This is an optimization exercise on Yosys and OpenROAD, whose aim is small area, a short achievable clock period and few clock cycles, not a production implementation. Where RTL was checked, it was by simulation tests only, not by an equivalence proof against the original. No activity file was given, so power comes from the tool's default toggle rates.

## rev 12
## rsm_cpu
module rsm_cpu(clk, reset, mem_rdata, mem_cmd, mem_addr, mem_wdata, halted);
Settings: LEC_CHECK=0, CAP_MARGIN=20, CORE_MARGIN=2, CORE_UTILIZATION=40, CTS_CLUSTER_DIAMETER=100, CTS_CLUSTER_SIZE=30, SETUP_SLACK_MARGIN=4, SLEW_MARGIN=20, SYNTH_HIERARCHICAL=0, TNS_END_PERCENT=1; clock period 8.0 ns.
standard.sh (not shown) runs the stock make flow with config.mk's settings and CLKGATE_MAP_FILE= SYNTH_SCRIPT=/design/flow/synth_recipe.tcl, a recipe that flattens the netlist after the stock synthesis.
==> flow/flow/run.sh <==
#!/bin/bash
# The standard layout, with the input and output port buffers made from
# plain buffers (sky130_fd_sc_hd__buf_1) instead of the delay cells
# buffer_ports picks by default. Every port is still buffered.
set -euo pipefail
cd "$(dirname "$0")/.."
export BUFFER_PORTS_ARGS="-buffer_cell sky130_fd_sc_hd__buf_1"
bash standard.sh > standard_flow.log 2>&1
Testbench counts of rev 12, summed over its fixed seeds: cycles 76,740.
For rev 13, these inputs were changed with respect to rev 12:
Settings: SYNTH_HIERARCHICAL changed from 0 to 1.
==> notes.md <==
- Compared with rev 12, rev 13 ends up with more cell area.
- Setup slack (lower): rev 13
- In the metrics for rev 12 and rev 13, the one carrying the lower net switching power is rev 12.
- Re largest vdd supply drop: rev 13 is 2.5% down on rev 12.
- Against rev 12 as the reference, rev 13 delivers a higher overall power of the completed layout.
- Of rev 12 and rev 13, the lower synthesized area per cell belongs to rev 13.
- | CTS clock-pin slew for the worst setup and hold paths | rev 13 vs rev 12 | ≈ equal |

---

Another version of the RTL of rsm_cpu (not shown whole).
Size: ~1500 cells after synthesis, about 46 I/O pins, roughly 13000 sq um of cells after synthesis.
make LEC_CHECK=0 ABC_AREA=1 CAP_MARGIN=20 CORE_MARGIN=2 CORE_UTILIZATION=40 SETUP_SLACK_MARGIN=4 SLEW_MARGIN=20 finish   # period 8.0 ns
run.sh (not shown) runs the stock make flow with config.mk's settings and CLKGATE_MAP_FILE= SYNTH_SCRIPT=/design/flow/synth_recipe.tcl, a recipe that flattens the netlist after the stock synthesis.
Stock flow here: none of the scripts above is used.
Testbench counts at the start, summed over its fixed seeds: cycles 76,740.
Then changed:
Settings changed: ABC_AREA 1 to not set.
Outcome:
- synthesized cell count fell by 29%
- synthesized area is about the same
- worst setup slack improved by 0.068 ns
- final cell count fell by 22%
- design area fell by 2.0%
- clock skew fell by 0.0087 ns
- global-route usage fell by 2.7 points
- worst hold slack got worse by 0.021 ns
- count of clock-buffer cells in the layout fell by 2
- utilization fell by 0.96 points
- first-iteration DRC count fell by 27%
Then changed:
Settings changed: CTS_BUF_LIST set to sky130_fd_sc_hd__clkbuf_8.
After rerunning: The changed run finished with timing, DRC and antenna clean; count of clock-buffer cells in the layout rose by 12; total power fell by a few percent; core utilization fell by 0.41 points.

---

Setup of run A:
Another version of the RTL of rsm_cpu (not shown whole).
Size: about 210 flip-flops, ~46 I/O pins, about 13000 sq um of cells after synthesis.
clock: 8.0 ns
lec_check: 0
cap_margin: 20
core_margin: 2
core_utilization: 40
setup_slack_margin: 5
slew_margin: 20
tns_end_percent: 5
Run A: PASS, flow complete, no timing, DRC or antenna violations
#### Input delta (run B over run A)
==> flow/flow/run.sh (new file) <==
#!/bin/bash
# The standard layout, with the input and output port buffers made from
# plain buffers (sky130_fd_sc_hd__buf_4) instead of the delay cells
# buffer_ports picks by default. Every port is still buffered.
set -euo pipefail
cd "$(dirname "$0")/.."
export BUFFER_PORTS_ARGS="-buffer_cell sky130_fd_sc_hd__buf_4"
bash standard.sh > standard_flow.log 2>&1
==> flow/standard.sh (new file) <==
#!/bin/bash
# synth_recipe.tcl (not shown) runs the flow's synth.tcl, then flattens the netlist and writes it again
# the make line also repeats each setting of config.mk as NAME=value (left out here)
make -C /OpenROAD-flow-scripts/flow DESIGN_CONFIG=/design/flow/config.mk WORK_HOME=/design/flow/orfs CLKGATE_MAP_FILE= SYNTH_SCRIPT=/design/flow/synth_recipe.tcl "${@:-finish}"
diff --git a/flow/config.mk b/flow/config.mk
--- a/flow/config.mk
+++ b/flow/config.mk
@@ -11 +11 @@
-export SETUP_SLACK_MARGIN = 5
+export SETUP_SLACK_MARGIN = 4
@@ -13 +12,0 @@
-export TNS_END_PERCENT = 5
removed: flow/run.sh
==> comparison <==
- Looking at setup slack, run B sits 34 ps below run A.
- Side by side, total length of routed met3 wires turned out lower in run B than in run A.
- Run B against run A: share of the final layout cell area in sequential cells now sits higher; clock period minus worst slack higher; core occupancy in the finished layout now sits lower; clock network power did not really move.
- [run B vs run A] highest attainable clock frequency: lower in run B
- Of run B and run A, run A shows the higher static leakage, with run B below it.
- Run B reports a lower non-clock buffer count than run A does.
Setup changes, run B to run C
diff --git a/flow/flow/run.sh b/flow/flow/run.sh
--- a/flow/flow/run.sh
+++ b/flow/flow/run.sh
@@ -3 +3 @@
-# plain buffers (sky130_fd_sc_hd__buf_4) instead of the delay cells
+# plain buffers (sky130_fd_sc_hd__buf_1) instead of the delay cells
@@ -7 +7 @@
-export BUFFER_PORTS_ARGS="-buffer_cell sky130_fd_sc_hd__buf_4"
+export BUFFER_PORTS_ARGS="-buffer_cell sky130_fd_sc_hd__buf_1"
diff --git a/flow/config.mk b/flow/config.mk
--- a/flow/config.mk
+++ b/flow/config.mk
@@ -10,0 +11,2 @@
+export CTS_CLUSTER_DIAMETER = 100
+export CTS_CLUSTER_SIZE = 30
@@ -12,0 +15 @@
+export TNS_END_PERCENT = 1
### Flow results
- Run C finished every stage and its layout cleared the timing, design-rule and antenna checks.
- Worst-case reg-to-reg path depth: run B and run C compared, lower one is run C
- Run B has a higher share of final-layout standard cells stronger than drive strength 1 than run C.
- Fraction of power consumed by combinational cells up 2.5 points in run C wrt run B
- Min utilization across run B and run C: run C
- [compare] base=run B new=run C: H-tree depth ~0 delta, total track usage -0.46 points, routed wire length -2.3%.
- Core region area: run C vs run B — no meaningful difference
Function was not checked in any run of this note: the RTL went through the layout flow alone.

---

Setup of the reference run:
rsm_cpu, a different RTL version from the one above (not shown whole).
Size: roughly 1200 cells after synthesis, ~210 flip-flops.
==> flow/config.mk <==
export PLATFORM = sky130hd
export DESIGN_NAME = rsm_cpu
export DESIGN_NICKNAME = rsm_cpu
export VERILOG_FILES = /design/flow/design.v
export SDC_FILE = /design/flow/constraint.sdc
export NUM_CORES = 4
export LEC_CHECK = 0
export CAP_MARGIN = 20
export CORE_MARGIN = 2
export CORE_UTILIZATION = 55
export SETUP_SLACK_MARGIN = 4
export SLEW_MARGIN = 20
export TNS_END_PERCENT = 5
==> flow/constraint.sdc <==
create_clock -name core_clock -period 8.0 [get_ports {clk}]
set_input_delay 1.6000 -clock core_clock [delete_from_list [all_inputs] [get_ports {clk}]]
set_output_delay 1.6000 -clock core_clock [all_outputs]
set_load 0.01 [all_outputs]
Stock flow here: none of the scripts above is used.
Testbench counts of the reference run, summed over its fixed seeds: cycles 76,740.
Inputs modified between the reference run and the trial run:
==> flow/flow/run.sh (new file) <==
#!/bin/bash
# The standard layout, with the input and output port buffers made from
# plain buffers (sky130_fd_sc_hd__buf_1) instead of the delay cells
# buffer_ports picks by default. Every port is still buffered.
set -euo pipefail
cd "$(dirname "$0")/.."
export BUFFER_PORTS_ARGS="-buffer_cell sky130_fd_sc_hd__buf_1"
bash standard.sh > standard_flow.log 2>&1
==> flow/standard.sh (new file) <==
#!/bin/bash
# synth_recipe.tcl (not shown) runs the flow's synth.tcl, then flattens the netlist and writes it again
# the make line also repeats each setting of config.mk as NAME=value (left out here)
make -C /OpenROAD-flow-scripts/flow DESIGN_CONFIG=/design/flow/config.mk WORK_HOME=/design/flow/orfs CLKGATE_MAP_FILE= SYNTH_SCRIPT=/design/flow/synth_recipe.tcl "${@:-finish}"
-- flow/config.mk --
<<< the reference run, line 10
export CORE_UTILIZATION = 55
>>> the trial run, line 10
export CORE_UTILIZATION = 40
export CTS_CLUSTER_DIAMETER = 100
export CTS_CLUSTER_SIZE = 25
<<< the reference run, line 13
export TNS_END_PERCENT = 5
>>> the trial run, line 15
export TNS_END_PERCENT = 1
removed: flow/run.sh
## What came out
Compared to the reference run, the trial run has detailed placer's ending HPWL about 1.6% higher. Per the comparison of the trial run with the reference run, final design instance area without fill lost 470 sq um, global-route total usage across every layer lost 8.1 points, worst voltage drop across the vdd grid lost 43%, count of clock-buffer cells in the layout lost 15, area of the die picked up an extra 36%. Comparing the two runs side by side, the trial run comes out ahead of the reference run on largest clock skew in the final design.

---

Another version of the RTL of rsm_cpu (not shown whole).
For scale: roughly 210 flip-flops, about 46 I/O pins.
clock: 8.0 ns
lec_check: 0
cap_margin: 20
core_margin: 2
core_utilization: 40
setup_slack_margin: 4.0
slew_margin: 20
Stock flow here: none of the scripts above is used.
Edit:
- CORE_UTILIZATION: 40 -> 60
- SETUP_SLACK_MARGIN: 4.0 -> 3.5
What happened: Design area shrinks by 4.7%. Fmax falls by 5.8%. Die area shrinks by 33%. Synthesized area does not change. Worst setup slack loses 0.26 ns.
Edit:
- ABC_AREA: not set -> 1
- CORE_UTILIZATION: 60 -> 40
Result:
- clock power climbs by about 10%
- area after synthesis hardly moves
- maximum frequency climbs by 3.0%
Edit:
- ABC_AREA: 1 -> not set
- SETUP_SLACK_MARGIN: 3.5 -> 3.0
The new run ran to the end with no violations.
Setup slack loses 0.52 ns.
Wire length decreases by 12%.
Count of clock-buffer cells in the layout grows by 3.
Core utilization shrinks by 0.12 points.
Synthesized area is about the same.
Fmax goes down by 11%.
Sequential power barely changes.
No functional check of the RTL was part of any run of this note.

---

Setup of the baseline:
Another version of the RTL of rsm_cpu (not shown whole).
For scale: roughly 1000 cells after synthesis, roughly 46 I/O pins, ~0.013 mm² of cells after synthesis.
clock: 8.0 ns
lec_check: 0
cap_margin: 20
core_margin: 2
core_utilization: 40
slew_margin: 20
Modified inputs, the candidate compared to the baseline
Settings: SETUP_SLACK_MARGIN newly set to 4; ABC_CLOCK_PERIOD_IN_PS newly set to 4000.
--- outcome ---
Per the final summary, the candidate finished and its layout is clean on timing, DRC and antenna. Capturing instance or port of the critical path: R[2][13] -> the candidate, fpc[3] -> the baseline. The final reports for the candidate and the baseline show met2 layer usage reported by global route higher in the former. The final reports for the candidate and the baseline show total design power higher in the former. Diff the baseline -> the candidate | power dissipated by switching net loads | up by a little under 10%. Diff the candidate and the baseline: clock power higher in the baseline. On total number of vias: the candidate sits above the baseline.
No functional check of the RTL was part of any run of this note.

---

rsm_cpu with an RTL version that a note above also has.
Size in the first run: ~1200 cells after synthesis, about 46 I/O pins, about 13000 sq um of cells after synthesis.
clock: 8.0 ns
lec_check: 0
cap_margin: 5
core_margin: 2
core_utilization: 40
cts_cluster_diameter: 100
cts_cluster_size: 30
setup_slack_margin: 4
slew_margin: 5
tns_end_percent: 5
The first run went through all stages and came out clean.
Testbench counts at the start, summed over its fixed seeds: cycles 76,740.
Rerun with:
Settings changed: ABC_AREA from default to 1, CAP_MARGIN 5 to 20, CTS_CLUSTER_DIAMETER 100 to default, CTS_CLUSTER_SIZE 30 to default, SLEW_MARGIN 5 to 20.
Result: Flip-flop and latch count stays the same; via count climbs by 19%; area after synthesis falls by 0.39%; worst setup slack improved by 0.055 ns; clock-buffer cell count goes up by 13; die area shrinks by 0.38%; sequential power hardly moves; cell area went up by 4.6%; total power grows by 18%; register-to-register slack gains 0.04 ns.
Rerun with:
Settings changed: ABC_AREA 1 to default, CTS_CLUSTER_DIAMETER from default to 60, CTS_CLUSTER_SIZE from default to 30.
Routed wire length decreases by 16%.
Clock skew went up by 0.025 ns.
Maximum frequency is lower by 0.44%.
Setup slack gets worse by 0.019 ns.
Total power climbs by 1.5%.
Register-to-register slack is worse by 0.07 ns.
Die area grows by 0.38%.
Rerun with:
Settings changed: CTS_CLUSTER_DIAMETER 60 to 100, PLACE_DENSITY from default to 0.7.
The changed run completed without violations.
Via count is lower slightly.
Clock skew falls by 0.017 ns.
Routed wire length decreases by a few percent.
Clock-buffer cell count drops by 11.

---

build 12:
The RTL this note starts from:
==> flow/design.v <==
module ea_add(base, imm5, ea);
  input  [8:0] base;
  input  [4:0] imm5;
  output [8:0] ea;
  assign ea = base + {{4{imm5[4]}}, imm5};
endmodule
module rsm_cpu(clk, reset, mem_rdata, mem_cmd, mem_addr, mem_wdata, halted);
  input clk, reset;
  input [15:0] mem_rdata;
  output [1:0] mem_cmd;
  output [8:0] mem_addr;
  output [15:0] mem_wdata;
  output halted;
  reg [15:0] R [0:7];       
  reg [8:0]  fpc;           
  reg        fv;            
  reg [8:0]  link;          
  reg        fN, fV, fZ;    
  reg        halt_q;
  reg        w_ld;          
  reg [2:0]  ld_rd;
  reg [15:0] A_q;           
  reg [15:0] B_q;           
  reg [2:0]  e_wd;          
  reg [1:0]  e_sh;
  reg [7:0]  e_imm8;
  reg        e_we;          
  reg        e_ldr, e_str, e_cmp;
  reg        s_imm, s_mov, s_add, s_and, s_mvn, s_link;   
  reg        wA, wB;        
  wire        e_go = !w_ld;                
  reg  [15:0] B;                           
  always @(*)
    case (e_sh)
      2'b00: B = B_q;
      2'b01: B = {B_q[14:0], 1'b0};
      2'b10: B = {1'b0, B_q[15:1]};
      default: B = {B_q[0], B_q[15:1]};
    endcase
  wire [15:0] sum = A_q + B;
  wire [15:0] dlo = {1'b0, A_q[14:0]} + {1'b0, ~B[14:0]} + 16'd1;
  wire ca15 = sum[15] ^ A_q[15] ^ B[15];
  wire cs15 = dlo[15];
  wire [15:0] res  = ({16{s_imm}}  & {{8{e_imm8[7]}}, e_imm8}) |
                     ({16{s_mov}}  & B) |
                     ({16{s_add}}  & sum) |
                     ({16{s_and}}  & (A_q & B)) |
                     ({16{s_mvn}}  & ~B) |
                     ({16{s_link}} & {7'b0, link});
  wire nN = A_q[15] ^ ~B[15] ^ cs15;
  wire nZ = (A_q == B);
  wire nV = (A_q[15] == B[15]) ? (ca15 != A_q[15]) : (cs15 != A_q[15]);
  wire [8:0] ea;
  ea_add u_ea(A_q[8:0], e_imm8[4:0], ea);
  wire e_mem = e_go & (e_ldr | e_str);
  assign mem_cmd   = halt_q ? 2'b00 : (e_go & e_str) ? 2'b01 : 2'b10;
  assign mem_addr  = e_mem ? ea : fpc;
  assign mem_wdata = B_q;
  assign halted    = halt_q;
  wire fetch = !halt_q & !e_mem;
  wire e_wr  = e_go & e_we;                
  wire [15:0] I = mem_rdata;
  wire [4:0]  opc = I[15:11];
  wire d_b    = (opc == 5'b00100);
  wire d_bl   = (opc == 5'b01011) | (opc == 5'b01010);
  wire d_bx   = (opc == 5'b01000);
  wire d_halt = (opc == 5'b11100);
  wire d_str  = (opc == 5'b10000);
  wire d_ldr  = (opc == 5'b01100);
  wire [2:0] rn = I[10:8];
  wire [2:0] rb = d_str ? I[7:5] : I[2:0];
  wire [15:0] Av = (e_wr & (e_wd == rn)) ? res : R[rn];
  wire [15:0] Bv = (e_wr & (e_wd == rb)) ? res : R[rb];
  wire cmp_now = e_go & e_cmp;
  wire cN = cmp_now ? nN : fN;
  wire cV = cmp_now ? nV : fV;
  wire cZ = cmp_now ? nZ : fZ;
  reg cond;
  always @(*)
    case (I[10:8])
      3'b000: cond = 1'b1;
      3'b001: cond = cZ;
      3'b010: cond = ~cZ;
      3'b011: cond = cN ^ cV;
      3'b100: cond = (cN ^ cV) | cZ;
      default: cond = 1'b0;
    endcase
  wire taken = fv & ((d_b & cond) | d_bl | d_bx);
  wire [8:0] boff = fpc + {I[7], I[7:0]};
  wire [8:0] target = d_bx ? link : boff;
  always @(posedge clk) begin
    if (reset) begin
      fpc <= 9'd0;
      fv <= 1'b0;
      halt_q <= 1'b0;
      w_ld <= 1'b0;
      e_we <= 1'b0; e_ldr <= 1'b0; e_str <= 1'b0; e_cmp <= 1'b0;
    end else begin
      if (taken) fpc <= target;
      else if (fetch) fpc <= fpc + 9'd1;
      fv <= fetch & ~taken;
      if (fv & d_bl) link <= fpc;
      if (fv & d_halt) halt_q <= 1'b1;
      w_ld <= e_go & e_ldr;
      if (e_go & e_ldr) ld_rd <= e_wd;
      if (fv) begin
        e_wd   <= ((opc == 5'b11010) | d_bl) ? I[10:8] : I[7:5];
        e_sh   <= I[4:3];
        e_imm8 <= I[7:0];
        e_we   <= (opc == 5'b11010) | (opc == 5'b11000) | (opc == 5'b10100) |
                  (opc == 5'b10110) | (opc == 5'b10111) | d_bl;
        e_ldr  <= d_ldr;
        e_str  <= d_str;
        e_cmp  <= (opc == 5'b10101);
        s_imm  <= (opc == 5'b11010);
        s_mov  <= (opc == 5'b11000);
        s_add  <= (opc == 5'b10100);
        s_and  <= (opc == 5'b10110);
        s_mvn  <= (opc == 5'b10111);
        s_link <= d_bl;
      end else if (e_go) begin
        e_we <= 1'b0; e_ldr <= 1'b0; e_str <= 1'b0; e_cmp <= 1'b0;
      end
      if (cmp_now) begin fN <= nN; fV <= nV; fZ <= nZ; end
    end
  end
  always @(posedge clk) begin
    if (fv) begin
      A_q <= Av;
      B_q <= Bv;
      wA  <= e_go & e_ldr & (e_wd == rn);
      wB  <= e_go & e_ldr & (e_wd == rb);
    end else if (w_ld) begin
      if (wA) A_q <= mem_rdata;
      if (wB) B_q <= mem_rdata;
    end
  end
  always @(posedge clk) begin
    if (w_ld) R[ld_rd] <= mem_rdata;
    else if (e_wr) R[e_wd] <= res;
  end
endmodule
clock: 8.0 ns
lec_check: 0
abc_area: 1
cap_margin: 20
core_margin: 2
core_utilization: 40
setup_slack_margin: 4
slew_margin: 20
Build 12: done, clean on timing, DRC and antenna
Setup changes, build 12 to build 15
- removing ABC_AREA (formerly 1)
- setting SYNTH_HIERARCHICAL to 1 for the first time
Results
On core outline area, build 15 tracks build 12 almost exactly.
Total number of nets in the final design sits lower in build 15 than in build 12.
| overall via count from detail_route | build 15 vs build 12 | 17% lower |
Input-level comparison between build 72 and build 15:
- SYNTH_HIERARCHICAL removed (was 1)
### Flow results
| setup skew after layout | build 72 vs build 15 | 0.011 ns lower |. e_imm8[1] as the first element of the critical path was reported by build 15, and A_q[0] by build 72. Compared build 72 vs build 15, and area share of buffers outside the clock network is down in build 72. In the tables for build 15 and build 72, wire length of the first global-routing pass reads higher with build 15. Both conditions hold for build 72: the flow ran to the end and the final layout passed the timing, design-rule and antenna checks. In the metrics for build 15 and build 72, the one carrying the higher fraction of the yosys area taken by sequential cells is build 72. Side by side, fraction of the cycle the final worst path needs turned out higher in build 72 than in build 15. [compare] base=build 15 new=build 72: average cell area after synthesis now sits lower, hold slack moved up, power in combinational cells fell by 9.2%, via count now sits lower.
Here is what was changed in the inputs of build 13 compared with build 72.
==> flow/flow/run.sh (new file) <==
#!/bin/bash
# The standard layout, with the input and output port buffers made from
# plain buffers (sky130_fd_sc_hd__buf_4) instead of the delay cells
# buffer_ports picks by default. Every port is still buffered.
set -euo pipefail
cd "$(dirname "$0")/.."
export BUFFER_PORTS_ARGS="-buffer_cell sky130_fd_sc_hd__buf_4"
bash standard.sh > standard_flow.log 2>&1
==> flow/standard.sh (new file) <==
#!/bin/bash
# synth_recipe.tcl (not shown) runs the flow's synth.tcl, then flattens the netlist and writes it again
# the make line also repeats each setting of config.mk as NAME=value (left out here)
make -C /OpenROAD-flow-scripts/flow DESIGN_CONFIG=/design/flow/config.mk WORK_HOME=/design/flow/orfs CLKGATE_MAP_FILE= SYNTH_SCRIPT=/design/flow/synth_recipe.tcl "${@:-finish}"
removed: flow/run.sh
Notes after the runs:
- No stage failed in build 72, and the final checks on the layout all came back clean.
- Build 13 went all the way through the flow, and no timing, DRC or antenna check failed.
- As far as antenna violation net count after detailed routing goes, build 72 and build 13 are indistinguishable; the numbers are identical.
- The setup slack of build 13 is smaller than that of build 72.
- Compared with build 72, in build 13 post-route setup TNS ~0 delta; final critical path time including I/O delays and setup +0.029 ns; global-route track usage on met2 ~0 delta.
- Vias per cell of build 13 falls short of that of build 72 slightly.
- Compound-gate portion of the synthesized area came out exactly the same in build 13 and build 72.
- Taking build 72 as the reference point, the first-pass GRT wire length of build 13 rises by 0.74%.
No run of this note included a check of the RTL's function; only the layout flow was run.

static timing again, ports no longer ideal:
Ports are ideal in the flow. The routed layouts listed here were re-timed in OpenROAD.
Step 1 sets driving cells, clkbuf_16 on the clock port and buf_2 on the other inputs (assumed; they add their load-dependent delay and slew).
Step 2 also shifts input and output timing later by t, the mid clock arrival at the registers, as if the neighbouring blocks saw the same clock.
a / b / c = no drivers / after step 1 / after step 2; a / b = the first two.
| run | shift t [ns] | slack for setup (ns) | hold slack, ns | latest minus earliest clock arrival (ns) |
|---|---|---|---|---|
| rev 12 | 0.531 | 3.765 / 3.713 / 3.325 | 0.509 / 0.509 / 0.509 | 0.018 / 0.018 |
| rev 13 | 0.539 | 3.725 / 3.675 / 3.309 | 0.533 / 0.533 / 0.533 | 0.038 / 0.038 |
| the first run of note 2 | 0.563 | 3.702 / 3.649 / 3.330 | 0.494 / 0.494 / 0.494 | 0.018 / 0.018 |
| the second run of note 2 | 0.567 | 3.770 / 3.720 / 3.582 | 0.474 / 0.474 / 0.474 | 0.009 / 0.009 |
| the third run of note 2 | 0.581 | 3.744 / 3.698 / 3.553 | 0.473 / 0.473 / 0.473 | 0.039 / 0.039 |
| run A | 0.582 | 3.762 / 3.710 / 3.645 | 0.513 / 0.513 / 0.513 | 0.018 / 0.018 |
| run B | 0.565 | 3.728 / 3.679 / 3.609 | 0.509 / 0.509 / 0.509 | 0.026 / 0.025 |
| run C | 0.515 | 3.696 / 3.650 / 3.322 | 0.518 / 0.518 / 0.518 | 0.030 / 0.030 |
| the reference run | 0.561 | 3.654 / 3.608 / 3.306 | 0.538 / 0.538 / 0.538 | 0.029 / 0.029 |
| the trial run | 0.522 | 3.722 / 3.673 / 3.364 | 0.561 / 0.561 / 0.561 | 0.025 / 0.025 |
| the first run of note 5 | 0.567 | 3.770 / 3.720 / 3.582 | 0.474 / 0.474 / 0.474 | 0.009 / 0.009 |
| the second run of note 5 | 0.574 | 3.508 / 3.459 / 3.155 | 0.468 / 0.468 / 0.468 | 0.037 / 0.037 |
| the third run of note 5 | 0.561 | 3.641 / 3.589 / 3.212 | 0.480 / 0.480 / 0.480 | 0.019 / 0.019 |
| the fourth run of note 5 | 0.565 | 3.118 / 3.066 / 2.821 | 0.472 / 0.472 / 0.472 | 0.032 / 0.032 |
| the baseline | 0.496 | 2.235 / 2.235 / 2.235 | 0.455 / 0.455 / 0.455 | 0.012 / 0.012 |
| the candidate | 0.495 | 3.634 / 3.634 / 3.526 | 0.446 / 0.446 / 0.446 | 0.016 / 0.016 |
| the first run of note 7 | 0.526 | 3.683 / 3.635 / 3.441 | 0.577 / 0.577 / 0.577 | 0.021 / 0.020 |
| the second run of note 7 | 0.565 | 3.738 / 3.690 / 3.192 | 0.488 / 0.488 / 0.488 | 0.012 / 0.012 |
| the third run of note 7 | 0.577 | 3.719 / 3.667 / 3.427 | 0.544 / 0.544 / 0.544 | 0.035 / 0.035 |
| the fourth run of note 7 | 0.512 | 3.672 / 3.626 / 3.382 | 0.554 / 0.554 / 0.554 | 0.018 / 0.019 |
| build 12 | 0.562 | 3.682 / 3.634 / 3.328 | 0.485 / 0.485 / 0.485 | 0.018 / 0.018 |
| build 15 | 0.585 | 3.761 / 3.708 / 3.478 | 0.492 / 0.492 / 0.492 | 0.028 / 0.028 |
| build 72 | 0.579 | 3.522 / 3.474 / 3.546 | 0.508 / 0.508 / 0.508 | 0.018 / 0.017 |
| build 13 | 0.580 | 3.493 / 3.444 / 3.506 | 0.503 / 0.503 / 0.503 | 0.023 / 0.024 |
After both steps every run listed still meets setup and hold. For the second run of note 7, which loses most, drivers alone change the setup slack by -0.048 ns; drivers and shift together by -0.546 ns.
